This design comes from an exercise in tuning for small area on the open sky130 flow, not from production work. The RTL was checked by simulation tests, not by an equivalence proof against the original design. Power figures rest on the tool's default switching activity, not on a simulated workload.

`design.v`:
```
module endian_flip #(
	parameter B = 8 
)(
	input logic  [8*B-1:0] d_i,
	output logic [8*B-1:0] d_o
);
genvar i;
generate
	for( i=0; i < B; i++) begin
		assign d_o[8*i+7:8*i] = d_i[8*(B-i-1)+7:8*(B-i-1)];
	end
endgenerate
endmodule
module pfx_carry #(
	parameter W = 8
)(
	input  [W-1:0] p,
	input  [W-1:0] g,
	input          ci,
	output [W-1:0] co
);
integer i, j;
reg [W-1:0] pp, gg;
always @(*) begin
	pp = p;
	gg = g;
	gg[0] = g[0] | (p[0] & ci);
	for (i = 1; i <= $clog2(W); i = i+1) begin
		for (j = 2**i - 1; j < W; j = j + 2**i) begin
			gg[j] = gg[j] | pp[j] & gg[j - 2**(i-1)];
			pp[j] = pp[j] & pp[j - 2**(i-1)];
		end
	end
	for (i = $clog2(W); i > 0; i = i-1) begin
		for (j = 2**i + 2**(i-1) - 1; j < W; j = j + 2**i) begin
			gg[j] = gg[j] | pp[j] & gg[j - 2**(i-1)];
			pp[j] = pp[j] & pp[j - 2**(i-1)];
		end
	end
end
assign co = gg;
endmodule
module add_bk #(
	parameter W = 8
)(
	input  [W-1:0] a,
	input  [W-1:0] b,
	input          ci,
	output [W-1:0] s,
	output         co,
	output         eq
);
wire [W-1:0] p, g, c;
assign eq = &p;
assign p = a ^ b;
assign g = a & b;
pfx_carry #(.W(W)) m_pfx(.p(p), .g(g), .ci(ci), .co(c));
assign s  = p ^ {c[W-2:0], ci};
assign co = c[W-1];
endmodule
module inc_bk #(
	parameter W = 8
)(
	input  [W-1:0] a,
	input          ci,
	output [W-1:0] s,
	output         co
);
wire [W-1:0] c;
pfx_carry #(.W(W)) m_pfx(.p(a), .g({W{1'b0}}), .ci(ci), .co(c));
assign s  = a ^ {c[W-2:0], ci};
assign co = c[W-1];
endmodule
module inc_blk #(
	parameter W = 8,
	parameter K = 8
)(
	input  [W-1:0] a,
	input          ci,
	output [W-1:0] s,
	output         co
);
localparam NB = (W+K-1)/K;
wire [NB:0] bc;
wire [W:0]  c;
assign bc[0] = ci;
genvar i, j;
generate
for (i = 0; i < NB; i = i+1) begin : g_blk
	localparam LO = i*K;
	localparam HI = (i*K+K > W) ? W : i*K+K;
	assign c[LO] = bc[i];
	for (j = LO+1; j < HI; j = j+1) begin : g_bt
		assign c[j] = c[j-1] & a[j-1];
	end
	assign bc[i+1] = bc[i] & (&a[HI-1:LO]);
end
endgenerate
assign s  = a ^ c[W-1:0];
assign co = bc[NB];
endmodule
module add_ci #(
	parameter W = 8,
	parameter K = 8
)(
	input  [W-1:0] a,
	input  [W-1:0] b,
	input          ci,
	output [W-1:0] s,
	output         co,
	output         eq,   
	output [(W+K-1)/K-1:0] bco  
);
localparam NB = (W+K-1)/K;
wire [W-1:0]  s0;
wire [W:0]    t;
wire [NB-1:0] bg, bp, bc;
genvar i, j;
generate
for (i = 0; i < NB; i = i+1) begin : g_blk
	localparam LO = i*K;
	localparam HI = (i*K+K > W) ? W : i*K+K;
	wire [HI-LO:0] cc;
	assign cc[0] = 1'b0;
	for (j = LO; j < HI; j = j+1) begin : g_bt
		assign s0[j]      = a[j] ^ b[j] ^ cc[j-LO];
		assign cc[j-LO+1] = a[j] & b[j] | cc[j-LO] & (a[j] ^ b[j]);
	end
	assign bg[i] = cc[HI-LO];
	assign bp[i] = &s0[HI-1:LO];
	assign t[LO] = (i == 0) ? ci : bc[i-1];
	for (j = LO; j < HI; j = j+1) begin : g_inc
		assign s[j]   = s0[j] ^ t[j];
		if (j+1 < HI) begin : g_t
			assign t[j+1] = s0[j] & t[j];
		end
	end
end
endgenerate
pfx_carry #(.W(NB)) m_pfx(.p(bp), .g(bg), .ci(ci), .co(bc));
assign co  = bc[NB-1];
assign eq  = &bp;
assign bco = bc;
endmodule
module header(
	input [63:0]    data_i,
	input           h0_v_i,  
	input           h1_v_i,  
	input           h2_v_i,  
	output logic        sid_p0_v_o, 
	output logic [15:0] sid_p0_o,
	output logic        sid_p1_v_o,	 
	output logic [63:0] sid_p1_o,
	output logic        seq_p0_v_o,
	output logic [15:0] seq_p0_o,
	output logic        seq_p1_v_o,
	output logic [47:0] seq_p1_o,
	output logic        msg_cnt_v_o,
	output logic [15:0] msg_cnt_o 
);
assign sid_p0_v_o = h1_v_i;
endian_flip #(.B(2)) m_ef_sid_p0( 
	.d_i(data_i[15:0]),
	.d_o(sid_p0_o)
);
assign sid_p1_v_o = h0_v_i;
endian_flip #(.B(8)) m_ef_sid_p1( 
	.d_i(data_i),
	.d_o(sid_p1_o)
);
assign seq_p0_v_o = h2_v_i;
endian_flip #(.B(2)) m_ef_seq_p0(
	.d_i(data_i[15:0]),
	.d_o(seq_p0_o)
);
assign seq_p1_v_o = h1_v_i;
endian_flip #(.B(6)) m_ef_seq_p1(
	.d_i(data_i[63:16]),
	.d_o(seq_p1_o)
);
assign msg_cnt_v_o = h2_v_i;
endian_flip #(.B(2)) m_ef_msg_cnt(
	.d_i(data_i[31:16]),
	.d_o(msg_cnt_o)
);
endmodule
module countdown #(
	parameter CNT_W = 14,  
	parameter CNT_B = 14'b10011100010000  
)(
	input clk,
	input nreset,
	input        start_v_i,  
	output logic finished_o
);
localparam [CNT_W-1:0] LFSR_MASK  = 14'h2015;
localparam [CNT_W-1:0] LFSR_START = 14'h0001;
localparam [CNT_W-1:0] LFSR_END   = 14'h2a11;
reg   [CNT_W-1:0] cnt_q;
logic [CNT_W-1:0] cnt_next;
logic [CNT_W-1:0] cnt_step;
logic             zero;
assign zero     = cnt_q == LFSR_END;
assign cnt_step = { 1'b0, cnt_q[CNT_W-1:1] } ^ ( LFSR_MASK & {CNT_W{cnt_q[0]}} );
assign cnt_next = start_v_i ? LFSR_START :
					zero ? cnt_q : cnt_step;
always @(posedge clk)
begin
	if (~nreset ) begin
		cnt_q <= LFSR_START;
	end else begin
		cnt_q <= cnt_next;
	end
end
assign finished_o = zero;
endmodule
module miss_msg_det #(
	parameter SEQ_NUM_W = 64,
	parameter SID_W     = 80,
	parameter ML_W      = 16,
	parameter SID_GAP_MAX_IDX = SEQ_NUM_W-1	
)(
	input clk,
	input nreset,
	input                 v_i,
	input [SID_W-1:0]     sid_i,
	input [SEQ_NUM_W-1:0] seq_num_i,
	input [SEQ_NUM_W-1:0] cur_seq_i,
	output [SEQ_NUM_W-1:0] cur_seq_inc_o,
	input [ML_W-1:0]      msg_cnt_i,
	input                 eos_i,  
	output logic                 miss_seq_num_v_o,
	output logic [SID_W-1:0]     miss_seq_num_sid_o,
	output logic [SEQ_NUM_W-1:0] miss_seq_num_start_o,	
	output logic [SEQ_NUM_W-1:0] miss_seq_num_cnt_o,
	output logic                 miss_sid_v_o,
	output logic [SID_W-1:0]     miss_sid_start_o,
	output logic [SEQ_NUM_W-1:0] miss_sid_seq_num_start_o,
	output logic [SID_W-1:0]     miss_sid_cnt_o,
	output logic [SEQ_NUM_W-1:0] miss_sid_seq_num_end_o
);
reg   [SID_W-1:0]     sid_q;
reg   [SEQ_NUM_W-1:0] seq_q;
localparam LO_W   = SID_GAP_MAX_IDX;
localparam HZ_W   = SID_W - SID_GAP_MAX_IDX;
localparam SID_K  = 4;
logic [LO_W-1:0]   sid_gap_lo;
logic              sid_lo_ge;
logic              sid_lo_eq;
logic              sid_match;
logic              sid_lt;
logic [SID_W-1:0]  sid_add;
add_ci #(.W(LO_W), .K(SID_K)) m_sid_sub(.a(sid_i[LO_W-1:0]), .b(~sid_q[LO_W-1:0]), .ci(1'b1),
	.s(sid_gap_lo), .co(sid_lo_ge), .eq(sid_lo_eq), .bco());
logic [HZ_W-1:0] hz_x, hz_y, hz_c;
logic            sid_hi_zero;
logic            sid_hi_eq;
assign hz_x = sid_i[SID_W-1:LO_W];
assign hz_y = ~sid_q[SID_W-1:LO_W];
assign hz_c = { hz_x[HZ_W-2:0] | hz_y[HZ_W-2:0], sid_lo_ge };
assign sid_hi_zero = &( ~( hz_x ^ hz_y ^ hz_c ) );
assign sid_hi_eq   = hz_x == ~hz_y;
assign sid_match   = sid_lo_eq & sid_hi_eq;
assign sid_lt      = sid_hi_zero & ( |hz_x | |hz_y | sid_lo_ge ) & ~sid_match;
reg eos_pend_q;
always @(posedge clk) begin
	eos_pend_q <= nreset & v_i & eos_i;
end
always @(posedge clk) begin
	if ( ~nreset ) begin
		sid_q <= {SID_W{1'b0}};
	end else if ( eos_pend_q ) begin
		sid_q <= sid_add;
	end else if ( v_i & ~eos_i & sid_lt ) begin
		sid_q <= sid_i;
	end
end
assign miss_sid_v_o     = sid_lt & v_i;
assign miss_sid_start_o = sid_q;
assign miss_sid_cnt_o   = { {HZ_W{1'b0}}, sid_gap_lo };
assign miss_sid_seq_num_start_o = seq_q;
assign miss_sid_seq_num_end_o   = seq_num_i;
logic [SEQ_NUM_W-1:0] seq_gap;
logic                 seq_ge;
logic                 seq_lt;
logic [SEQ_NUM_W-1:0] seq_base;
logic [SEQ_NUM_W-1:0] seq_next;
logic                 seq_lo_co;
logic                 seq_eq;
add_bk #(.W(SEQ_NUM_W)) m_seq_sub(.a(seq_num_i), .b(~seq_q), .ci(1'b1), .s(seq_gap), .co(seq_ge), .eq(seq_eq));
assign seq_lt   = seq_ge & ~seq_eq;
assign seq_base[SEQ_NUM_W-1:ML_W] = eos_pend_q ? sid_q[SEQ_NUM_W-1:ML_W] :
                                    ( v_i & ~seq_lt ) ? seq_q[SEQ_NUM_W-1:ML_W] : cur_seq_i[SEQ_NUM_W-1:ML_W];
assign seq_base[ML_W-1:0] = eos_pend_q ? sid_q[ML_W-1:0] :
                            ~v_i ? cur_seq_i[ML_W-1:0] :
                            seq_lt ? seq_num_i[ML_W-1:0] : seq_q[ML_W-1:0];
add_bk #(.W(ML_W)) m_seq_add_lo(.a(seq_base[ML_W-1:0]), .b(msg_cnt_i & {ML_W{v_i}}), .ci(1'b1),
	.s(seq_next[ML_W-1:0]), .co(seq_lo_co), .eq());
inc_bk #(.W(SEQ_NUM_W-ML_W)) m_seq_add_hi(.a(seq_base[SEQ_NUM_W-1:ML_W]), .ci(seq_lo_co),
	.s(seq_next[SEQ_NUM_W-1:ML_W]), .co());
inc_blk #(.W(SID_W-SEQ_NUM_W)) m_sid_inc_hi(.a(sid_q[SID_W-1:SEQ_NUM_W]), .ci(&sid_q[SEQ_NUM_W-1:0]),
	.s(sid_add[SID_W-1:SEQ_NUM_W]), .co());
assign sid_add[SEQ_NUM_W-1:0] = seq_next;
always @(posedge clk) begin
	if ( ~nreset ) begin
		seq_q <= '0;
	end else if( v_i ) begin
		seq_q <= eos_i ? '0 : seq_next;
	end
end
assign cur_seq_inc_o = seq_next;
assign miss_seq_num_v_o     = seq_lt & v_i & sid_match;
assign miss_seq_num_sid_o   = sid_q;
assign miss_seq_num_start_o = seq_q;
assign miss_seq_num_cnt_o   = seq_gap;
endmodule
module dispatch #(
	parameter AXI_DATA_W = 64,
	parameter AXI_KEEP_W = (AXI_DATA_W/8),
	parameter KEEP_LW    = 3, 
	parameter LEN_W      = 16, 
	parameter OV_DATA_W  = 64-LEN_W, 
	parameter OV_KEEP_W  = (OV_DATA_W/8), 
	parameter OV_KEEP_LW = 3, 
	parameter HEADER_DATA_OFF = 6
)(
	input clk,
	input nreset,
	input                  valid_i,
	input [AXI_DATA_W-1:0] data_i,
	input [AXI_KEEP_W-1:0] keep_i,
	input                  init_v_i,
	input                  last_i,
	output                 msg_end_v_o,
	output                  valid_o,
	output                  start_o,
	output [AXI_DATA_W-1:0] data_o,
	output [KEEP_LW-1:0]    len_o,
	output                  ov_valid_o,
	output [OV_DATA_W-1:0]  ov_data_o,
	output [OV_KEEP_LW-1:0] ov_len_o
);
logic [7:0] b [0:7];
genvar s;
generate
for ( s = 0; s < 8; s++ ) begin : g_b
	assign b[s] = data_i[8*s+7:8*s];
end
endgenerate
logic fsm_invalid_next;
logic fsm_msg_next;
logic fsm_len_align_next;
logic fsm_len_split_next;
reg   fsm_invalid_q;
reg   fsm_msg_q;
reg   fsm_len_align_q;
reg   fsm_len_split_q;
logic [LEN_W-1:0] sel_msg_len_q;
logic [LEN_W-1:0] sel_msg_len_next;
logic [3:0]       l4;
logic             len_hi_zero;
logic             sel_msg_end;
logic             msg_len_split;
logic             msg_len_align;
logic             msg_len_align_end;
logic             msg_len_inner;
logic             pload_overlap_v;
assign l4                = sel_msg_len_q[3:0];
assign len_hi_zero       = ~|sel_msg_len_q[LEN_W-1:4];
assign sel_msg_end       = len_hi_zero & ( ~l4[3] | ~|l4[2:0] ) & ~init_v_i;
assign msg_len_split     = len_hi_zero & ( l4 == 4'd7 );
assign msg_len_align     = len_hi_zero & ( l4 == 4'd8 );
assign msg_len_align_end = l4 == 4'd6;
assign msg_len_inner     = ~l4[3] & ~msg_len_align_end;
assign pload_overlap_v   = valid_i & msg_len_inner & sel_msg_end & ~fsm_len_align_q & ~(msg_len_split|fsm_len_split_q);
logic       init_sel;
logic [2:0] sh_amt;
logic [7:0] sh4 [0:7];
logic [6:0] l4_dec;
assign init_sel = valid_i & init_v_i;
assign sh_amt = init_sel ? 3'd6 : fsm_len_split_q ? 3'd1 : fsm_len_align_q ? 3'd2 : l4[2:0];
genvar m;
generate
for ( m = 0; m < 7; m++ ) begin : g_dec
	assign l4_dec[m] = sh_amt == m;
end
for ( s = 0; s < 8; s++ ) begin : g_sh
	logic [7:0] sh_or [0:7];
	assign sh_or[0] = {8{l4_dec[0] & ( s >= 2 )}} & b[s];
	for ( m = 1; m < 8; m++ ) begin : g_m
		if ( s + m < 8 && m < 7 && ( s < 2 || s + m < 8 ) ) begin : g_t
			assign sh_or[m] = sh_or[m-1] | {8{l4_dec[m]}} & b[s+m];
		end else begin : g_n
			assign sh_or[m] = sh_or[m-1];
		end
	end
	assign sh4[s] = sh_or[7];
end
endgenerate
logic             init_len_v;
logic [LEN_W-1:0] init_hdr_len;
logic [LEN_W-2:0] init_hdr_len_n;
logic [7:0]       init_len_split_half_q;
logic             c_align_end, c_overlap, c_align, c_split, c_cont;
logic [LEN_W-1:0] len_y;
logic [3:0]       len_k;
logic [3:0]       len_lo;
logic             len_lo_co;
logic [LEN_W-5:0] len_hi_n;
logic [LEN_W-1:0] len_sub;
assign init_len_v = valid_i & ( sel_msg_end | init_v_i | fsm_len_split_q );
inc_bk #(.W(LEN_W-1)) m_hdr_dec(.a(~{b[4], b[5][7:1]}), .ci(1'b1), .s(init_hdr_len_n), .co());
assign init_hdr_len = { ~init_hdr_len_n, b[5][0] };
logic c_field;
assign c_align_end = init_len_v & fsm_msg_q & msg_len_align_end;
assign c_overlap   = init_len_v & fsm_msg_q & pload_overlap_v;
assign c_align     = init_len_v & fsm_len_align_q;
assign c_split     = init_len_v & fsm_len_split_q;
assign c_cont      = ~init_len_v & ~sel_msg_end;
assign c_field     = c_align_end | c_overlap & |l4;
assign len_y = {LEN_W{c_field}} & { sh4[0], sh4[1] }
             | {LEN_W{c_align}} & { b[0], b[1] }
             | {LEN_W{c_split}} & { init_len_split_half_q, b[0] }
             | {LEN_W{c_cont}} & sel_msg_len_q;
assign len_k = {4{c_align_end | c_overlap | c_align}} & ( 4'd6 - l4 )
             | {4{c_split}} & 4'd7
             | {4{c_cont}} & 4'd8;
add_bk #(.W(4)) m_len_lo(.a(len_y[3:0]), .b(~len_k), .ci(1'b1), .s(len_lo), .co(len_lo_co), .eq());
inc_bk #(.W(LEN_W-4)) m_len_hi(.a(~len_y[LEN_W-1:4]), .ci(~len_lo_co), .s(len_hi_n), .co());
assign len_sub = { ~len_hi_n, len_lo };
assign sel_msg_len_next = ( {LEN_W{init_len_v & init_v_i}} & init_hdr_len ) | len_sub;
always @(posedge clk) begin
	if ( ~nreset ) begin
		sel_msg_len_q <= '0;
	end else begin
		sel_msg_len_q <= sel_msg_len_next;
	end
end
always @(posedge clk) begin
	init_len_split_half_q <= b[7];
end
logic [KEEP_LW-1:0] sel_data_len_start;
logic [KEEP_LW-1:0] sel_data_len;
assign sel_data_len_start = {KEEP_LW{fsm_len_split_q}} & 'd7
					      | {KEEP_LW{fsm_len_align_q}} & 'd6
					      | {KEEP_LW{fsm_msg_q}} & AXI_KEEP_W
					      | {KEEP_LW{valid_i & init_v_i}} & 'd2;  
assign sel_data_len = ( fsm_msg_q & sel_msg_end) ? sel_msg_len_q[KEEP_LW-1:0] : sel_data_len_start;
logic [7:0] d [0:7];
logic d_hdr, d_sh, d_msg;
assign d_hdr = init_sel & ~fsm_len_split_q;
assign d_sh  = ~init_sel & ( fsm_len_split_q | fsm_len_align_q );
assign d_msg = ~init_sel & ~fsm_len_split_q & ~fsm_len_align_q;
generate
for ( s = 0; s < 8; s++ ) begin : g_d
	if ( s < 2 ) begin : g_lo
		assign d[s] = {8{d_hdr | d_sh}} & sh4[s] | {8{d_msg}} & b[s];
	end else begin : g_hi
		assign d[s] = {8{d_sh}} & sh4[s] | {8{d_msg}} & b[s];
	end
end
endgenerate
logic sel_valid;
logic ov_valid;
assign sel_valid = ( ~fsm_invalid_q | init_v_i ) & valid_i; 
assign ov_valid = ~fsm_invalid_q & pload_overlap_v & valid_i & ~last_i;
logic sel_data_start;
reg   msg_len_align_end_q;
logic msg_len_align_end_next;
assign msg_len_align_end_next = msg_len_align_end & sel_msg_end & fsm_msg_q;
always @(posedge clk) begin
	msg_len_align_end_q	 <= msg_len_align_end_next;
end
assign sel_data_start = (fsm_len_split_q | fsm_len_align_q | msg_len_align_end_q | init_v_i) & ~last_i;
assign valid_o    = sel_valid;
assign ov_valid_o = ov_valid;
assign start_o    = sel_data_start;
assign data_o     = { d[7], d[6], d[5], d[4], d[3], d[2], d[1], d[0] };
assign ov_data_o  = { sh4[7], sh4[6], sh4[5], sh4[4], sh4[3], sh4[2] };
assign len_o      = sel_data_len;
assign ov_len_o   = 3'd6 - l4[2:0];
assign msg_end_v_o = ( sel_msg_end & ~(fsm_len_split_q|fsm_len_align_q) ) & valid_i;
assign fsm_invalid_next = fsm_invalid_q & ~(valid_i& init_v_i) 
						| valid_i & last_i;
assign fsm_msg_next = (( valid_i & init_v_i )  
				    | fsm_len_align_q 
					| fsm_len_split_q
					| fsm_msg_q & ~( fsm_len_split_next | fsm_len_align_next | last_i)
					) & ~( valid_i & last_i );
assign fsm_len_align_next = fsm_msg_q & sel_msg_end & msg_len_align; 
assign fsm_len_split_next = fsm_msg_q & sel_msg_end & msg_len_split; 
always @(posedge clk) begin
	if ( ~nreset ) begin
		fsm_invalid_q   <= 1'b1;
		fsm_msg_q       <= 1'b0;
		fsm_len_align_q <= 1'b0;
		fsm_len_split_q <= 1'b0;
	end else begin
		fsm_invalid_q   <= fsm_invalid_next;
		fsm_msg_q       <= fsm_msg_next;
		fsm_len_align_q <= fsm_len_align_next;
		fsm_len_split_q <= fsm_len_split_next;
	end
end
endmodule
module moldudp64 #(
	parameter AXI_DATA_W  = 64,
	parameter AXI_KEEP_W  = 8,
	parameter SID_W       = 80,
	parameter SEQ_NUM_W   = 64,
	parameter ML_W        = 16,  
	parameter EOS_MSG_CNT = {ML_W{1'b1}}, 
	parameter OV_DATA_W  = 64-ML_W, 
	parameter OV_KEEP_W  = (OV_DATA_W/8), 
	parameter OV_KEEP_LW = 3  
)(
	input clk,
	input nreset,
	input                  udp_axis_tvalid_i,
	input [AXI_KEEP_W-1:0] udp_axis_tkeep_i,
	input [AXI_DATA_W-1:0] udp_axis_tdata_i,
	input                  udp_axis_tlast_i,
	input                  udp_axis_tuser_i,
	output                 udp_axis_tready_o,
	output logic                 miss_seq_num_v_o,
	output logic [SID_W-1:0]     miss_seq_num_sid_o,
	output logic [SEQ_NUM_W-1:0] miss_seq_num_start_o,	
	output logic [SEQ_NUM_W-1:0] miss_seq_num_cnt_o,
	output logic                 miss_sid_v_o,
	output logic [SID_W-1:0]     miss_sid_start_o,
	output logic [SEQ_NUM_W-1:0] miss_sid_seq_num_start_o,
	output logic [SID_W-1:0]     miss_sid_cnt_o,
	output logic [SEQ_NUM_W-1:0] miss_sid_seq_num_end_o,	
	output logic            flatlined_v_o,
	output [SID_W-1:0]      mold_msg_sid_o,
	output [SEQ_NUM_W-1:0]  mold_msg_seq_num_o,
	output                   mold_msg_v_o,
	output                   mold_msg_start_o,  
	output [AXI_KEEP_LW-1:0] mold_msg_len_o,
	output [AXI_DATA_W-1:0]  mold_msg_data_o, 
	output                   mold_msg_ov_v_o,
	output [OV_KEEP_LW-1:0]  mold_msg_ov_len_o,
	output [OV_DATA_W-1:0]   mold_msg_ov_data_o
);
localparam AXI_MSG_L   = $clog2( AXI_DATA_W / 8 );
localparam AXI_KEEP_LW = $clog2( AXI_KEEP_W ) + 1;
localparam DFF_DATA_W  = AXI_DATA_W - 8;  
localparam DFF_DATA_LW = $clog2( DFF_DATA_W );  
localparam DATA_DIF_W  = AXI_DATA_W - DFF_DATA_W;  
reg   [SID_W-1:0]     sid_q;
logic [SID_W-1:0]     sid_next;
reg   [SEQ_NUM_W-1:0] seq;
reg   [SEQ_NUM_W-1:0] seq_q;
logic [SEQ_NUM_W-1:0] seq_next;
logic [SEQ_NUM_W-1:0] seq_add;
logic                 seq_add_overflow;
logic                 seq_msb_en;
logic                 seq_lsb_en;
logic                 seq_en;
logic        init_sid_p0_v; 
logic [15:0] init_sid_p0;
logic        init_sid_p1_v;
logic [63:0] init_sid_p1;
logic        init_seq_num_p0_v;
logic [15:0] init_seq_num_p0;
logic        init_seq_num_p1_v;
logic [47:0] init_seq_num_p1;
logic            msg_end_v;
logic            pkt_end_v;
reg   [ML_W-1:0] msg_cnt_q;
logic [ML_W-1:0] msg_cnt_next;
logic            msg_cnt_dec_v;
logic [ML_W-1:0] msg_cnt_dec;
logic            init_msg_cnt_v;
logic [ML_W-1:0] init_msg_cnt;
logic            init_eos; 
logic            cnt_en;
logic            cnt_end;
logic            cnt_end_next;
reg   fsm_invalid_q;
logic fsm_invalid_next;
logic h0_v;
reg   fsm_h1_q;
reg   fsm_h2_q;
logic fsm_h1_next;
logic fsm_h2_next;
reg   fsm_msg_q;
logic fsm_msg_next;
header m_header(
	.data_i(udp_axis_tdata_i),
	.h0_v_i(h0_v),
	.h1_v_i(fsm_h1_q),
	.h2_v_i(fsm_h2_q),
	.sid_p0_v_o(init_sid_p0_v), 
	.sid_p0_o  (init_sid_p0),
	.sid_p1_v_o(init_sid_p1_v),
	.sid_p1_o  (init_sid_p1),
	.seq_p0_v_o(init_seq_num_p0_v),
	.seq_p0_o  (init_seq_num_p0),
	.seq_p1_v_o(init_seq_num_p1_v),
	.seq_p1_o  (init_seq_num_p1),
	.msg_cnt_v_o(init_msg_cnt_v),
	.msg_cnt_o  (init_msg_cnt)
);
always @(posedge clk) begin
	if( init_sid_p0_v )
		sid_q[15:0] <= init_sid_p0;
	if( init_sid_p1_v ) 
		sid_q[79:16] <= init_sid_p1;
end
assign seq_next[15:0]  = init_seq_num_p0_v ? init_seq_num_p0 : seq_add[15:0];
assign seq_next[63:16] = init_seq_num_p1_v ? init_seq_num_p1 : seq_add[63:16];
assign seq = { seq_q[63:16] , init_seq_num_p0_v? init_seq_num_p0 : seq_q[15:0] }; 
assign seq_en     = msg_end_v;
assign seq_msb_en = seq_en | init_seq_num_p1_v;
assign seq_lsb_en = seq_en | init_seq_num_p0_v;
always @(posedge clk) begin
	if( seq_lsb_en )
		seq_q[15:0] <= seq_next[15:0];
	if( seq_msb_en ) 
		seq_q[63:16] <= seq_next[63:16];
end
logic [ML_W-1:0] msg_cnt_dec_n;
inc_blk #(.W(ML_W)) m_msg_cnt_dec(.a(~msg_cnt_q), .ci(1'b1), .s(msg_cnt_dec_n), .co());
assign msg_cnt_dec   = ~msg_cnt_dec_n;
assign msg_cnt_dec_v = msg_end_v & ~cnt_end;
assign msg_cnt_next = init_msg_cnt_v ? init_msg_cnt :
					  msg_cnt_dec_v  ? msg_cnt_dec : msg_cnt_q;
assign cnt_end_next = ~|msg_cnt_next;
assign cnt_end = ~|msg_cnt_q;
assign cnt_en = init_msg_cnt_v | msg_end_v;
always @(posedge clk) begin
	if ( ~nreset ) begin
		msg_cnt_q <= '0;
	end else if ( cnt_en ) begin
		msg_cnt_q <= msg_cnt_next;	
	end
end
assign init_eos = init_msg_cnt == EOS_MSG_CNT;
miss_msg_det #(
	.SEQ_NUM_W(SEQ_NUM_W),
	.SID_W(SID_W),
	.ML_W(ML_W)
) m_miss_det(
	.clk(clk),
	.nreset(nreset),
	.v_i      (fsm_h2_q                      ),
	.sid_i    (sid_q                         ),
	.seq_num_i({seq_q[63:16], init_seq_num_p0}),
	.cur_seq_i(seq_q                         ),
	.cur_seq_inc_o(seq_add                   ),
	.msg_cnt_i(init_msg_cnt                  ),
	.eos_i    (init_eos                      ),  
	.miss_seq_num_v_o    (miss_seq_num_v_o    ),
	.miss_seq_num_sid_o  (miss_seq_num_sid_o  ),
	.miss_seq_num_start_o(miss_seq_num_start_o),	
	.miss_seq_num_cnt_o  (miss_seq_num_cnt_o  ),
	.miss_sid_v_o            (miss_sid_v_o            ),
	.miss_sid_start_o        (miss_sid_start_o        ),
	.miss_sid_seq_num_start_o(miss_sid_seq_num_start_o),
	.miss_sid_cnt_o          (miss_sid_cnt_o          ),
	.miss_sid_seq_num_end_o  (miss_sid_seq_num_end_o  )
);
	countdown #() m_cntdwn(
		.clk(clk),
		.nreset(nreset),
		.start_v_i (h0_v     ),
		.finished_o(flatlined_v_o)
	);
dispatch #(
	.AXI_DATA_W(AXI_DATA_W),
	.AXI_KEEP_W(AXI_KEEP_W),
	.KEEP_LW(AXI_KEEP_LW),
	.LEN_W(ML_W),
	.OV_DATA_W(OV_DATA_W), 
	.OV_KEEP_W(OV_KEEP_W),
	.OV_KEEP_LW(OV_KEEP_LW),
	.HEADER_DATA_OFF(6)
) m_mold_data_dispatch(
	.clk(clk),
	.nreset(nreset),
	.valid_i(udp_axis_tvalid_i),
	.data_i(udp_axis_tdata_i),
	.keep_i(udp_axis_tkeep_i),
	.init_v_i(fsm_h2_q),
	.last_i(udp_axis_tlast_i),
	.msg_end_v_o(msg_end_v),
	.valid_o(mold_msg_v_o),
	.start_o(mold_msg_start_o),
	.data_o(mold_msg_data_o),
	.len_o(mold_msg_len_o),
	.ov_valid_o(mold_msg_ov_v_o),
	.ov_data_o (mold_msg_ov_data_o),
	.ov_len_o  (mold_msg_ov_len_o)
);
assign fsm_invalid_next = udp_axis_tvalid_i
						& ( udp_axis_tlast_i | ( cnt_end & ~(h0_v | fsm_h1_q | fsm_h2_q) ))
						| ( fsm_invalid_q & ~udp_axis_tvalid_i);
assign h0_v            = udp_axis_tvalid_i & fsm_invalid_q;
assign fsm_h1_next  = h0_v;
assign fsm_h2_next  = fsm_h1_q & udp_axis_tvalid_i;
assign fsm_msg_next = fsm_h2_q 
                    | fsm_msg_q & ~(cnt_end | udp_axis_tlast_i); 
always @(posedge clk) begin
	if ( ~nreset ) begin
		fsm_invalid_q <= 1'b1;
		fsm_h1_q      <= 1'b0;
		fsm_h2_q      <= 1'b0;
		fsm_msg_q     <= 1'b0;
	end else begin
		fsm_invalid_q <=fsm_invalid_next;
		fsm_h1_q      <=fsm_h1_next;
		fsm_h2_q      <=fsm_h2_next;
		fsm_msg_q     <=fsm_msg_next;
	end
end
assign udp_axis_tready_o  = 1'b1;  
assign mold_msg_sid_o     = sid_q;
assign mold_msg_seq_num_o = seq;
endmodule
```
`flow/run.sh`:
```
#!/bin/bash
set -euo pipefail
export BUFFER_PORTS_ARGS="-buffer_cell sky130_fd_sc_hd__buf_1"
bash standard.sh > standard.log 2>&1
```
`standard.sh`:
```
#!/bin/bash
# synth_recipe.tcl (not shown) runs the flow's synth.tcl, then flattens the netlist and writes it again
# the make line also repeats each setting of config.mk as NAME=value (left out here)
make -C /OpenROAD-flow-scripts/flow DESIGN_CONFIG=/design/flow/config.mk WORK_HOME=/design/flow/orfs CLKGATE_MAP_FILE= SYNTH_SCRIPT=/design/flow/synth_recipe.tcl "${@:-finish}"
```
`config.mk`:
```
export PLATFORM = sky130hd
export DESIGN_NAME = moldudp64
export DESIGN_NICKNAME = moldudp64
export VERILOG_FILES = /design/flow/design.v
export SDC_FILE = /design/flow/constraint.sdc
export NUM_CORES = 4
export LEC_CHECK = 0
export ABC_AREA = 1
export CAP_MARGIN = 20
export CORE_MARGIN = 2
export CORE_UTILIZATION = 40
export CTS_BUF_LIST = sky130_fd_sc_hd__clkbuf_16
export CTS_CLUSTER_DIAMETER = 80
export CTS_CLUSTER_SIZE = 30
export SETUP_SLACK_MARGIN = 0.1
export SLEW_MARGIN = 20
```
`constraint.sdc`:
```
create_clock -name core_clock -period 8.0 [get_ports {clk}]
set_input_delay 1.6000 -clock core_clock [delete_from_list [all_inputs] [get_ports {clk}]]
set_output_delay 1.6000 -clock core_clock [all_outputs]
set_load 0.01 [all_outputs]
```
==> results.ini, run 1 <==
[outcome]
outcome=complete, no violations

[synth]
ys_types=63
synthTopCellsByArea=edfxtp_1 15%, dfxtp_1 14%, nand2_1 10%
async_reset_ff_share_pct=0
ys_seq_area_share_pct=29.6
synth_top_flop_cell=dfxtp_1
synth_area_mm2=0.0286
ys_top_cells_by_count=801 x nand2_1, 522 x inv_1, 279 x buf_4, 279 x o21ai_0, 231 x ha_1
synth_edf_count=144
avgSynthCellArea_um2=7.58
synth-seq-cells=351
synth_largest_area_cell=edfxtp_1
yosys.area.top_type_share_pct=15.1
synth_cells=3777
synthMostInstantiatedCell=nand2_1
yosys_warnings=22

[worst_setup_path]
arrival_ps=8190
critPathMaxStageDelay_ps=380
reg2reg_from=m_miss_det.seq_q[33]
path_class=input pin to flop
crit_start=udp_axis_tdata_i[8]
crit_buf_inv=7
path_max_fanout=6
critPathLaunchType=input pin
crit_required_ps=8600
critical-path-top-delay-family=simple AND/OR/NAND/NOR gates
end_kind=flop
cp_slowest_cell=fa_1

[drt]
ant_nets=0
drt_iter0_markers=3539
viasPerCell=5.59
routed_wl_um=142000
dr_total_vias=29600
dr.pass1.iters=9
drc=0
avgRoutedWirePerCell_um=26.7

[floorplan]
dieHeight_um=272
ios=843
dieArea_mm2=0.0737
initial_core_util_pct=40.2
die_x_um=272
coreArea_mm2=0.0712
placementRows=98

[sta]
min_period_ps=7590
max_freq_ghz=0.132
timing.hold.ws_ps=435
slew_headroom_pct=21.1
setup_ws_ps=408
timing.final.crit_share_pct=94.9
setup_viol=0
tns_ps=0
worst_pin_slew_ps=1180
fin_skew_ps=32.2
rsz0062_at_grt=no
drv_slew=0
hold_violations=0

[grt]
grt_overflow=0
grt_max_degree=92
grt_util_all_layers_pct=36.6
grt_pass1_vias=26700
grt_antenna_before_repair=14
grt_pass1_wl_um=196000

[placed_design]
portBuffers=815
place_area_mm2=0.0311
place_worst_setup_slack_ps=-151
numPlacedInstances=5234
globalplace.congestion=0.989
post-dp-hpwl_um=109000

[layout]
fin_area_mm2=0.0322
fin_nets=4712
drive_gt1_share_pct=6.18
nFillCells=7494
post-route-util_pct=45.2
finalNonFillerCells=5294
syn_to_final_growth_pct=12.5

[clock_network]
h-tree-depth=1
cts_buffers=29
clk_pin_slew_ps=110
cts.path.max_buffers=3
root_buffer=clkbuf_16
cts_sinks=351
hold_buffers=0
cts_tree=built
post_cts_buffers=0
ctsResizeCount=0
clk_latency_ps=650

[min_path]
hp-start=m_cntdwn.cnt_q[6]
hold_class=flop to flop

[power_and_ir_drop]
vdd_drop_max_uv=144
finalPower_mw=6.65
p_leak_nw=13.5
p_per_area_mw_per_mm2=206

[run]
drv_cap=0

worst paths after layout:
check	slack (ps)	endpoint	cells after the start
worst max register to register	710	m_miss_det.sid_q[45]	50
worst min register to register	430	m_cntdwn.cnt_q[5]	2
worst min-delay path	430	m_cntdwn.cnt_q[5]	2
worst max-delay path	410	m_miss_det.sid_q[45]	52
power by group:
part / switching [mW] / internal (mW) / total [mW]
sequential: 0.188 / 2.08 / 2.27
combinational: 1.76 / 0.923 / 2.69
clock: 0.941 / 0.755 / 1.70
flip-flops by register name, summed over array words and instances (netlist names), named ones only:
register and flops:
seq_q 64, m_mold_data_dispatch.fsm_msg_q 1, m_cntdwn.cnt_q 14, fsm_h1_q 1, m_mold_data_dispatch.fsm_len_split_q 1, m_mold_data_dispatch.init_len_split_half_q 8
m_miss_det.sid_q 80, sid_q 80, m_mold_data_dispatch.fsm_len_align_q 1, m_miss_det.seq_q 64, msg_cnt_q 16, m_mold_data_dispatch.sel_msg_len_q 16
fsm_h2_q 1, m_mold_data_dispatch.msg_len_align_end_q 1, m_mold_data_dispatch.fsm_invalid_q 1, m_miss_det.eos_pend_q 1
kinds of logic (layout without fill, tap and decap cells):
logic type      count (synthesis)  in the layout  share of synthesized area (%)
other cells                     2             24                         0.0262
flops                         351            351                           29.6
buf+inv                       977           1522                           16.9
xor+xnor                       94             94                           2.88
simple gates                 1324           1324                           19.8
compound gates                709            709                           14.6
fa+ha+maj                     320            320                           16.3
tightest hold or removal path, cell delays in order (launching register included):
cell	delay, ps
dfxtp_1	330
inv_1	50
nor2_1	30
placed cells by master (no fill, tap or decap), types with 48 or more instances in the layout:
master / n
dfxtp_1: 204
o22ai_1: 80
edfxtp_1: 144
nand3_1: 137
nand2_1: 798
nor2_1: 195
fa_1: 89
xor2_1: 48
ha_1: 231
buf_4: 112
buf_1: 814
a21oi_1: 170
inv_1: 516
o21ai_0: 278
nand4_1: 66
area by class of cell:
type | instances | area [um2] | share of cell area (%)
multi-input cells | 2465 | 15500 | 48.0
flip-flops and latches | 351 | 8480 | 26.3
clock buffers | 29 | 726 | 2.25
diodes | 6 | 15.0 | 0.0466
inverters | 540 | 2040 | 6.32
well taps | 950 | 1190 | 3.69
clock inverters | 25 | 385 | 1.20
repair buffers | 928 | 3920 | 12.2
layer usage:
metal | global-route usage (%) | vias up | wire length (um)
li1 | - | 13300 | -
met1 | 50.0 | 14100 | 57800
met2 | 55.3 | 1869 | 60900
met3 | 8.01 | 343 | 15200
met4 | 16.5 | 14 | 7640
met5 | 0 | - | 90
==> run 2, diff against run 1 <==
--- a/config.mk
+++ b/config.mk
@@ -12,5 +12,6 @@
 export CTS_BUF_LIST = sky130_fd_sc_hd__clkbuf_16
 export CTS_CLUSTER_DIAMETER = 80
 export CTS_CLUSTER_SIZE = 30
+export PLACE_DENSITY = 0.75
 export SETUP_SLACK_MARGIN = 0.1
 export SLEW_MARGIN = 20
==> results.ini, run 2 <==
[clock_network]
clk_pin_slew_ps=100  ; about the same
cts.path.max_buffers=3  ; unchanged
clk_latency_ps=630  ; -20 ps
cts_tree=built
hold_buffers=0  ; unchanged
cts_sinks=351  ; unchanged
cts_buffers=26  ; -10%
h-tree-depth=1  ; unchanged
root_buffer=clkbuf_16

[floorplan]
ios=843  ; unchanged
placementRows=98  ; unchanged
die_x_um=272  ; unchanged
dieArea_mm2=0.0737  ; unchanged
initial_core_util_pct=40.2  ; unchanged
coreArea_mm2=0.0712  ; unchanged
dieHeight_um=272  ; unchanged

[synth]
synth_largest_area_cell=edfxtp_1
async_reset_ff_share_pct=0  ; unchanged
yosys.area.top_type_share_pct=15.1  ; unchanged
synth_edf_count=144  ; unchanged
avgSynthCellArea_um2=7.58  ; unchanged
synthTopCellsByArea=edfxtp_1 15%, dfxtp_1 14%, nand2_1 10%
synth-seq-cells=351  ; unchanged
synthMostInstantiatedCell=nand2_1
synth_area_mm2=0.0286  ; unchanged
ys_seq_area_share_pct=29.6  ; unchanged
yosys_warnings=22  ; unchanged
ys_types=63  ; unchanged
synth_top_flop_cell=dfxtp_1
ys_top_cells_by_count=801 x nand2_1, 522 x inv_1, 279 x buf_4, 279 x o21ai_0, 231 x ha_1
synth_cells=3777  ; unchanged

[sta]
min_period_ps=7380  ; -211 ps
timing.final.crit_share_pct=92.3  ; -2.6 points
rsz0062_at_grt=no
drv_slew=0  ; unchanged
slew_headroom_pct=27.9  ; +6.8 points
worst_pin_slew_ps=1080  ; -103 ps
tns_ps=0  ; unchanged
max_freq_ghz=0.135  ; +2.9%
hold_violations=0  ; unchanged
fin_skew_ps=46.5  ; +14.3 ps
setup_viol=0  ; unchanged

[worst_setup_path]
critPathMaxStageDelay_ps=350  ; -30 ps
reg2reg_from=m_miss_det.seq_q[42]
critPathLaunchType=input pin
crit_required_ps=8330  ; -270 ps
cpMostUsedCell=nand2_2
crit_start=udp_axis_tdata_i[8]
arrival_ps=7710  ; -480 ps
path_max_fanout=6  ; unchanged
end_kind=flop
cp_slowest_cell=fa_1
path_class=input pin to flop

[drt]
routed_wl_um=139000  ; -1.7%
drc=0  ; unchanged
dr.pass1.iters=7  ; -2
viasPerCell=5.69  ; +1.7%
dr_total_vias=30000  ; +1.2%
avgRoutedWirePerCell_um=26.4  ; -1.2%
ant_nets=0  ; unchanged
drt_iter0_markers=4506  ; +27%

[power_and_ir_drop]
p_per_area_mw_per_mm2=203  ; -1.8%
vdd_drop_max_uv=209  ; +45%
power_frac_comb_pct=40.9  ; +0.5 points
finalPower_mw=6.48  ; -2.5%
p_leak_nw=13.4  ; -0.99%
intPower_mw=3.67  ; -2.4%
clockPowerShare_pct=24.2  ; -1.3 points
switchingPower_mw=2.81  ; -2.7%
p_sw_share_pct=43.4  ; -0.078 points
power_frac_seq_pct=34.8  ; +0.7 points

[grt]
grt_util_all_layers_pct=35.8  ; -0.83 points
grt_antenna_before_repair=20  ; +6
grt_pass1_vias=27100  ; +1.4%
met2_usage_pct=54.8  ; -0.55 points
grt_overflow=0  ; unchanged
grt_pass1_wl_um=192000  ; -2.0%
grt_max_degree=75  ; -18%
grt_busiest_layer=met2
use_met3_pct=12.8  ; +4.8 points
met1_usage_pct=44.2  ; -5.8 points

[placed_design]
numPlacedInstances=5213  ; -0.40%
globalplace.congestion=1.00  ; +1.5%
post-dp-hpwl_um=107000  ; -2.5%
place_area_mm2=0.0309  ; -0.52%
portBuffers=815  ; unchanged

[layout]
syn_to_final_growth_pct=11.6
finalNonFillerCells=5269  ; -0.47%
drive_gt1_share_pct=5.57  ; -0.61 points
fin_nets=4689  ; -0.49%
final_cell_mix=814 x buf_1, 797 x nand2_1, 516 x inv_1, 277 x o21ai_0, 231 x ha_1
layout_commonest_cell=buf_1
fin_area_mm2=0.0320  ; -0.76%
reg.largest.list=m_miss_det.sid_q (80), sid_q (80)

[min_path]
hold_class=flop to flop
hp-start=m_cntdwn.cnt_q[6]

[outcome]
outcome=complete, no violations

[run]
drv_cap=0  ; unchanged

==> run 2: cell counts after synthesis <==
Identical to the previous run, type by type.
==> run 2: power by group through the flow <==
stage / logic [mW] / clock network [mW] / registers (mW)
2_1_floorplan: 1.82 / 0 / 2.24
3_3_place_gp: 2.54 / 0 / 2.29
3_5_place_dp: 2.60 / 0 / 2.29
4_1_cts: 2.61 / 1.58 / 2.25
5_1_grt: 2.91 / 1.64 / 2.27
6_report: 2.65 / 1.57 / 2.26
==> run 2: critical path, delay by kind of cell <==
kind | cells | cell delay, ps
AND/OR/NAND/NOR | 28 | 2610
adder cells (fa/ha/maj) | 7 | 1710
AO/OA/AOI/OAI | 8 | 870
buffers and inverters | 7 | 800
XOR/XNOR | 1 | 100
==> run 2: per-layer routing <==
layer	part of all wire, %	vias up
met4	6.5	26
met5	0.14	-
met2	43	2161
met1	37	14100
met3	13	459
li1	-	13200
==> run 2: final timing paths <==
kind | end | slack (ps) | cells past startpoint
worst min-delay path | m_cntdwn.cnt_q[5] | 430 | 2
worst min register to register | m_cntdwn.cnt_q[5] | 430 | 2
worst max-delay path | seq_q[43] | 620 | 51
worst max register to register | seq_q[43] | 840 | 48
==> run 2: logic make-up (layout without fill, tap and decap cells) <==
group                    Yosys count  after routing  share of synthesized area, %
other                              2             25                        0.0262
buffers and inverters            977           1496                          16.9
AO/OA/AOI/OAI                    709            709                          14.6
flip-flops                       351            351                          29.6
XOR/XNOR                          94             94                          2.88
AND/OR/NAND/NOR                 1324           1324                          19.8
adder cells (fa/ha/maj)          320            320                          16.3
==> run 2: what timing repair did <==
action,4_1_cts,5_1_grt
buffers inserted,0,0
gates resized for setup,0,5
endpoints found under the setup margin,0,64
hold endpoints to repair,0,0
==> run 2: through the flow <==
| stage | hold slack, ps | setup slack [ps] | utilization [%] |
|---|---|---|---|
| after floorplan | 403 | 758 | - |
| after global placement | 408 | 47.3 | 43.4 |
| after detailed placement | 415 | -134 | 43.4 |
| after CTS | 427 | 483 | 44.8 |
| after global routing | 452 | 143 | 44.8 |
| final | 427 | 619 | 44.9 |
==> run 2: layout make-up <==
type                       count  area (um2)
fill                        7298       39300
multi-input combinational   2465       15400
sequential                   351        8480
timing repair buffer         908        3790
inverter                     540        2040
tap                          950        1190
clock buffer                  26         651
clock inverter                22         364
antenna                        7        17.5
==> run 3, diff against run 2 <==
--- a/config.mk
+++ b/config.mk
@@ -6,12 +6,11 @@
 export NUM_CORES = 4
 export LEC_CHECK = 0
 export ABC_AREA = 1
-export CAP_MARGIN = 20
+export CAP_MARGIN = 10
 export CORE_MARGIN = 2
 export CORE_UTILIZATION = 40
 export CTS_BUF_LIST = sky130_fd_sc_hd__clkbuf_16
 export CTS_CLUSTER_DIAMETER = 80
 export CTS_CLUSTER_SIZE = 30
-export PLACE_DENSITY = 0.75
 export SETUP_SLACK_MARGIN = 0.1
-export SLEW_MARGIN = 20
+export SLEW_MARGIN = 10
==> results.ini, run 3 <==
[outcome]
outcome=complete, no violations

[layout]
post-route-util_pct=45.2  ; +0.34 points
nFillCells=7494  ; +2.7%
final_cell_mix=814 x buf_1, 798 x nand2_1, 516 x inv_1, 278 x o21ai_0, 231 x ha_1
finalNonFillerCells=5294  ; +0.47%
syn_to_final_growth_pct=12.5
reg.largest.list=m_miss_det.sid_q (80), sid_q (80)
layout_commonest_cell=buf_1
drive_gt1_share_pct=6.18  ; +0.61 points
fin_nets=4712  ; +0.49%
fin_area_mm2=0.0322  ; +0.76%

[drt]
dr_total_vias=29600  ; -1.2%
viasPerCell=5.59  ; -1.7%
drt_iter0_markers=3539  ; -21%
dr.pass1.iters=9  ; +2
avgRoutedWirePerCell_um=26.7  ; +1.2%
routed_wl_um=142000  ; +1.7%
drc=0  ; unchanged
ant_nets=0  ; unchanged

[synth]
avgSynthCellArea_um2=7.58  ; unchanged
yosys_warnings=22  ; unchanged
synth-seq-cells=351  ; unchanged
synth_top_flop_cell=dfxtp_1
synthMostInstantiatedCell=nand2_1
synth_cells=3777  ; unchanged
ys_types=63  ; unchanged
async_reset_ff_share_pct=0  ; unchanged
synth_largest_area_cell=edfxtp_1
ys_top_cells_by_count=801 x nand2_1, 522 x inv_1, 279 x buf_4, 279 x o21ai_0, 231 x ha_1
ys_seq_area_share_pct=29.6  ; unchanged
yosys.area.top_type_share_pct=15.1  ; unchanged
synth_edf_count=144  ; unchanged
synth_area_mm2=0.0286  ; unchanged
synthTopCellsByArea=edfxtp_1 15%, dfxtp_1 14%, nand2_1 10%

[placed_design]
globalplace.congestion=0.989  ; -1.5%
place_worst_setup_slack_ps=-151  ; -17.3 ps
numPlacedInstances=5234  ; +0.40%
place_area_mm2=0.0311  ; +0.52%
portBuffers=815  ; unchanged
post-dp-hpwl_um=109000  ; +2.6%

[run]
drv_cap=0  ; unchanged

[power_and_ir_drop]
vdd_drop_max_uv=144  ; -31%
finalPower_mw=6.65  ; +2.6%
switchingPower_mw=2.89  ; +2.8%
clockPowerShare_pct=25.5  ; +1.3 points
intPower_mw=3.76  ; +2.5%
p_leak_nw=13.5  ; +1.0%
power_frac_comb_pct=40.4  ; -0.5 points
power_frac_seq_pct=34.1  ; -0.7 points
p_per_area_mw_per_mm2=206  ; +1.8%
p_sw_share_pct=43.5  ; +0.078 points

[floorplan]
initial_core_util_pct=40.2  ; unchanged
dieArea_mm2=0.0737  ; unchanged
coreArea_mm2=0.0712  ; unchanged
dieHeight_um=272  ; unchanged
die_x_um=272  ; unchanged
placementRows=98  ; unchanged
ios=843  ; unchanged

[sta]
setup_viol=0  ; unchanged
timing.hold.ws_ps=435  ; +7.55 ps
timing.final.crit_share_pct=94.9  ; +2.6 points
worst_pin_slew_ps=1180  ; +103 ps
fin_skew_ps=32.2  ; -14.3 ps
drv_slew=0  ; unchanged
tns_ps=0  ; unchanged
max_freq_ghz=0.132  ; -2.8%
setup_ws_ps=408  ; -211 ps
hold_violations=0  ; unchanged
slew_headroom_pct=21.1  ; -6.8 points
min_period_ps=7590  ; +211 ps
rsz0062_at_grt=no

[clock_network]
cts_buffers=29  ; +12%
cts_tree=built
clk_latency_ps=650  ; +20 ps
cts.path.max_buffers=3  ; unchanged
h-tree-depth=1  ; unchanged
post_cts_buffers=0  ; unchanged
cts_sinks=351  ; unchanged
hold_buffers=0  ; unchanged
root_buffer=clkbuf_16
clk_pin_slew_ps=110  ; about the same

[worst_setup_path]
crit_required_ps=8600  ; +270 ps
end_kind=flop
path_max_fanout=6  ; unchanged
critPathLaunchType=input pin
path_class=input pin to flop
cp_slowest_cell=fa_1
arrival_ps=8190  ; +480 ps
critPathMaxStageDelay_ps=380  ; +30 ps

[grt]
grt_overflow=0  ; unchanged
grt_pass1_vias=26700  ; -1.4%
grt_max_degree=92  ; +23%
grt_util_all_layers_pct=36.6  ; +0.83 points
grt_antenna_before_repair=14  ; -30%
grt_pass1_wl_um=196000  ; +2.1%

[min_path]
hold_class=flop to flop

==> run 3: cell counts after synthesis <==
Identical to the previous run, type by type.
==> run 3: cells by family after synthesis <==
| kind of cell | count (synthesis) | synth area share [%] |
|---|---|---|
| simple gates | 1324 | 19.8 |
| buf+inv | 977 | 16.9 |
| compound gates | 709 | 14.6 |
| flops | 351 | 29.6 |
| fa+ha+maj | 320 | 16.3 |
| xor+xnor | 94 | 2.88 |
| other cells | 2 | 0.0262 |
==> run 3: metal layers <==
| layer | up-vias | GRT usage (%) | share of wire [%] |
|---|---|---|---|
| met5 | - | 0 | 0.064 |
| met4 | 14 | 16.5 | 5.4 |
| met3 | 343 | 8.01 | 11 |
| met2 | 1869 | 55.3 | 43 |
| met1 | 14100 | 50.0 | 41 |
| li1 | 13300 | - | - |
==> run 3: layout make-up <==
| cell class | count | area, um2 | share of cell area, % |
|---|---|---|---|
| multi-input cells | 2465 | 15500 | 48.0 |
| flip-flops and latches | 351 | 8480 | 26.3 |
| repair buffers | 928 | 3920 | 12.2 |
| inverters | 540 | 2040 | 6.32 |
| well taps | 950 | 1190 | 3.69 |
| clock buffers | 29 | 726 | 2.25 |
| clock inverters | 25 | 385 | 1.20 |
| diodes | 6 | 15.0 | 0.0466 |
==> run 3: path summary, 6_finish.rpt <==
check | start | end | slack, ps | cells past startpoint
hold reg to reg | m_cntdwn.cnt_q[6] | m_cntdwn.cnt_q[5] | 430 | 2
hold / removal | m_cntdwn.cnt_q[6] | m_cntdwn.cnt_q[5] | 430 | 2
setup / recovery | udp_axis_tdata_i[8] | m_miss_det.sid_q[45] | 410 | 52
setup reg to reg | m_miss_det.seq_q[33] | m_miss_det.sid_q[45] | 710 | 50
==> run 3: repair_timing <==
item	CTS	global route
gates resized for setup	0	4
hold endpoints to repair	0	0
endpoints found under the setup margin	0	30
==> run 3: power by group through the flow <==
stage	sequential [mW]	clock, mW	combinational [mW]
after CTS	2.26	1.70	2.65
final	2.27	1.70	2.69
after global placement	2.30	0	2.61
after detailed placement	2.30	0	2.64
after global routing	2.28	1.77	2.99
after floorplan	2.24	0	1.82
==> run 3: critical path, delay by kind of cell <==
family,cells,cell delay [ps]
AND/OR/NAND/NOR,30,2840
adder cells (fa/ha/maj),7,1760
AO/OA/AOI/OAI,7,950
buffers and inverters,7,760
XOR/XNOR,1,270

re-timing with driven ports:
No port has a modelled driver above. Below, the same layouts with a new extraction and two added sets of constraints.
Step 1 assumes that a clkbuf_16 drives the clock port and a buf_2 every other input.
Step 2 times the ports against the registers' clock, not the clock port: input delays grow and output delays shrink by t, the midpoint of the rising clock arrivals with the driver on.
a / b / c = no drivers / after step 1 / after step 2; a / b = the first two.
run	t (ns)	slack for setup (ns)	hold WS [ns]	worst register clock-pin slew, ns
run 1	0.696	0.408 / 0.448 / -0.248	0.435 / 0.435 / 0.435	0.11 / 0.11
run 2	0.675	0.619 / 0.600 / -0.007	0.427 / 0.427 / 0.427	0.11 / 0.11
run 3	0.696	0.408 / 0.448 / -0.248	0.435 / 0.435 / 0.435	0.11 / 0.11
Met with ideal ports but missed after step 2: setup timing in every run listed.
